This is an optimization exercise on Yosys and OpenROAD, whose aim is small area, a short achievable clock period and few clock cycles per item, not a production implementation.
RTL that was checked went through simulation tests only; none was proved equivalent to the original.
No activity file was given, so power comes from the tool's default toggle rates.

== old ==
## FPU
module FPU(
input [31:0] Data1,
input [31:0] Data2,
input Clock,
input Reset,
input In_Data_Valid,
input Op,
output reg [31:0] Data_Out,
output reg Out_Data_Valid
);
reg [31:0] a0;
reg [31:23] b0;
reg [23:0] ab0;
reg mz2_0, andz0;
reg [11:0] one0, two0, neg0;
reg b23_0, ha0;
reg op0;
wire [25:0] be = {1'b0, |Data2[30:23], Data2[22:0], 1'b0};
integer i;
reg [2:0] vp;
always @(posedge Clock) begin
	a0 <= Data1;
	b0 <= Data2[31:23];
	op0 <= Op;
	ha0 <= |Data1[30:23];
	ab0 <= Op ? {|Data1[30:23], Data1[22:0]} : {|Data2[30:23], Data2[22:0]};
	mz2_0 <= ~|Data2[22:0];
	andz0 <= ~|(Data1[30:0] & Data2[30:0]);
	b23_0 <= Op & (|Data2[30:23]);
	for (i = 0; i < 12; i = i + 1) begin
		one0[i] <= Op & (be[2*i+1] ^ be[2*i]);
		two0[i] <= Op & ((be[2*i+2] & ~be[2*i+1] & ~be[2*i]) | (~be[2*i+2] & be[2*i+1] & be[2*i]));
		neg0[i] <= Op & be[2*i+2];
	end
end
always @(posedge Clock)
if (Reset) begin
	vp <= 3'd0;
	Out_Data_Valid <= 1'b0;
end else begin
	vp <= {vp[1:0], In_Data_Valid};
	Out_Data_Valid <= vp[2];
end
wire s1 = a0[31];
wire s2 = b0[31];
wire [7:0] e1 = a0[30:23];
wire [7:0] e2 = b0[30:23];
wire [23:0] MA = {ha0, a0[22:0]};
wire [23:0] MB = ab0;    
wire addm = ~op0;
wire swap = {e2, ab0[22:0]} > a0[30:0];
wire ge = e1 >= e2;
wire [7:0] d = ge ? (e1 - e2) : (e2 - e1);
wire [7:0] eL = ge ? e1 : e2;
wire [23:0] ML = swap ? MB : {|e1, a0[22:0]};
wire [23:0] MSe = ge ? MB : {|e1, a0[22:0]};
wire [23:0] MS0 = swap ? {|e1, a0[22:0]} : MB;
wire sub = addm & (s1 ^ s2);
wire [23:0] MSs = (op0 || d > 8'd23) ? 24'd0 : ((d == 8'd0) ? MS0 : (MSe >> d[4:0]));
wire [47:0] A0 = {1'b0, ML & {24{addm}}, sub, 22'd0};
  ...
Settings: LEC_CHECK=0, CAP_MARGIN=20, CORE_MARGIN=2, CORE_UTILIZATION=62, CTS_CLUSTER_DIAMETER=120, CTS_CLUSTER_SIZE=28, PLACE_DENSITY=0.75, SLEW_MARGIN=20, SYNTH_HIERARCHICAL=1, SYNTH_MINIMUM_KEEP_SIZE=0, TNS_END_PERCENT=5; clock period 15.0 ns.
standard.sh (not shown) runs the stock make flow with config.mk's settings and CLKGATE_MAP_FILE= SYNTH_SCRIPT=/design/flow/synth_recipe.tcl, a recipe that flattens the netlist after the stock synthesis.
==> flow/flow/run.sh <==
#!/bin/bash
set -euo pipefail
bash standard.sh SETUP_SLACK_MARGIN=10.9 'BUFFER_PORTS_ARGS=-buffer_cell sky130_fd_sc_hd__buf_1' finish > standard.log 2>&1
Changes in new relative to old:
diff --git a/flow/design.v b/flow/design.v
--- a/flow/design.v
+++ b/flow/design.v
@@ -669,24 +669,23 @@
 wire [7:0] e1 = a0[30:23];
 wire [7:0] e2 = b0[30:23];
 wire [23:0] MA = {ha0, a0[22:0]};
 wire [23:0] MB = ab0;    
 wire addm = ~op0;
 wire swap = {e2, ab0[22:0]} > a0[30:0];
 wire ge = e1 >= e2;
 wire [7:0] d = ge ? (e1 - e2) : (e2 - e1);
 wire [7:0] eL = ge ? e1 : e2;
 wire [23:0] ML = swap ? MB : {|e1, a0[22:0]};
-wire [23:0] MSe = ge ? MB : {|e1, a0[22:0]};
-wire [23:0] MS0 = swap ? {|e1, a0[22:0]} : MB;
+wire [23:0] MS = swap ? {|e1, a0[22:0]} : MB;
 wire sub = addm & (s1 ^ s2);
-wire [23:0] MSs = (op0 || d > 8'd23) ? 24'd0 : ((d == 8'd0) ? MS0 : (MSe >> d[4:0]));
+wire [23:0] MSs = (op0 || d > 8'd23) ? 24'd0 : (MS >> d[4:0]);
 wire [47:0] A0 = {1'b0, ML & {24{addm}}, sub, 22'd0};
 wire [47:0] A1 = {sub, MSs ^ {24{sub}}, sub, 22'd0};
 wire [47:0] r0, r1;
 mul24 mul(.a(MA), .a2(ab0), .one(one0), .two(two0), .neg(neg0), .b23(b23_0), .en(op0),
 	.x0(A0[47:22]), .x1(A1[47:22]), .r0(r0), .r1(r1));
 wire [9:0] expm = {2'b00, e1} + {2'b00, e2} - 10'd127;
 wire [9:0] base = op0 ? expm : {2'b00, eL};
 wire [9:0] thr = base - 10'd254;
 wire ff1 = &e1;
 wire ff2 = &e2;
==> notes.md <==
All of old and new finish clean. Against old, area after synthesis in new came out better. The depth of the worst register-to-register path reported for new is greater than that of old by 9. Against old as the reference, new delivers a lower global-route track usage on met1. Compared with old, new supports a lower clock frequency. Going from old to new, via count shrinks by 1585. In new the period utilization turned out 0.81 points higher than in old. Fraction of power consumed by combinational cells: new vs old up 2.1 points. Non-clock buffer count in new is 13% higher than in old. Going from old to new, worst hold slack went down; utilization after layout went up by 1.6 points. On new: width of the chip is 1.5% lower than what old gave.
Testbench counts of new, summed over its fixed seeds: cycles 14,231, items 8,000.
Function not checked in old: the RTL went through the layout flow alone.

[static timing again, ports no longer ideal]
How much do the figures lean on ideal ports? The routed layouts below were timed once more, with nothing changed but the port constraints. Step 1: set_driving_cell puts a clkbuf_16 on Clock and a buf_2 on each other input, an assumption about the parent block. Step 2 moves the port delays by t, midway between the first and last clock arrival at a register: inputs arrive t later, outputs are due t later. That takes back most of the time a late clock gives input paths. Slacks: ideal ports / drivers / drivers and shift; pairs: ideal ports / drivers.
run	t, ns	setup slack, ns	worst setup path after step 2	slew at the worst register clock pin (ns)	cell pins on the clock port's net
old	0.615	10.890 / 10.859 / 10.633	input to register	0.12 / 0.12	1
new	0.608	10.768 / 10.768 / 10.585	input to register	0.11 / 0.11	1
After both steps setup and hold are still met in every run listed. For old, which loses most, drivers alone change the setup slack by -0.031 ns; drivers and shift together by -0.257 ns.
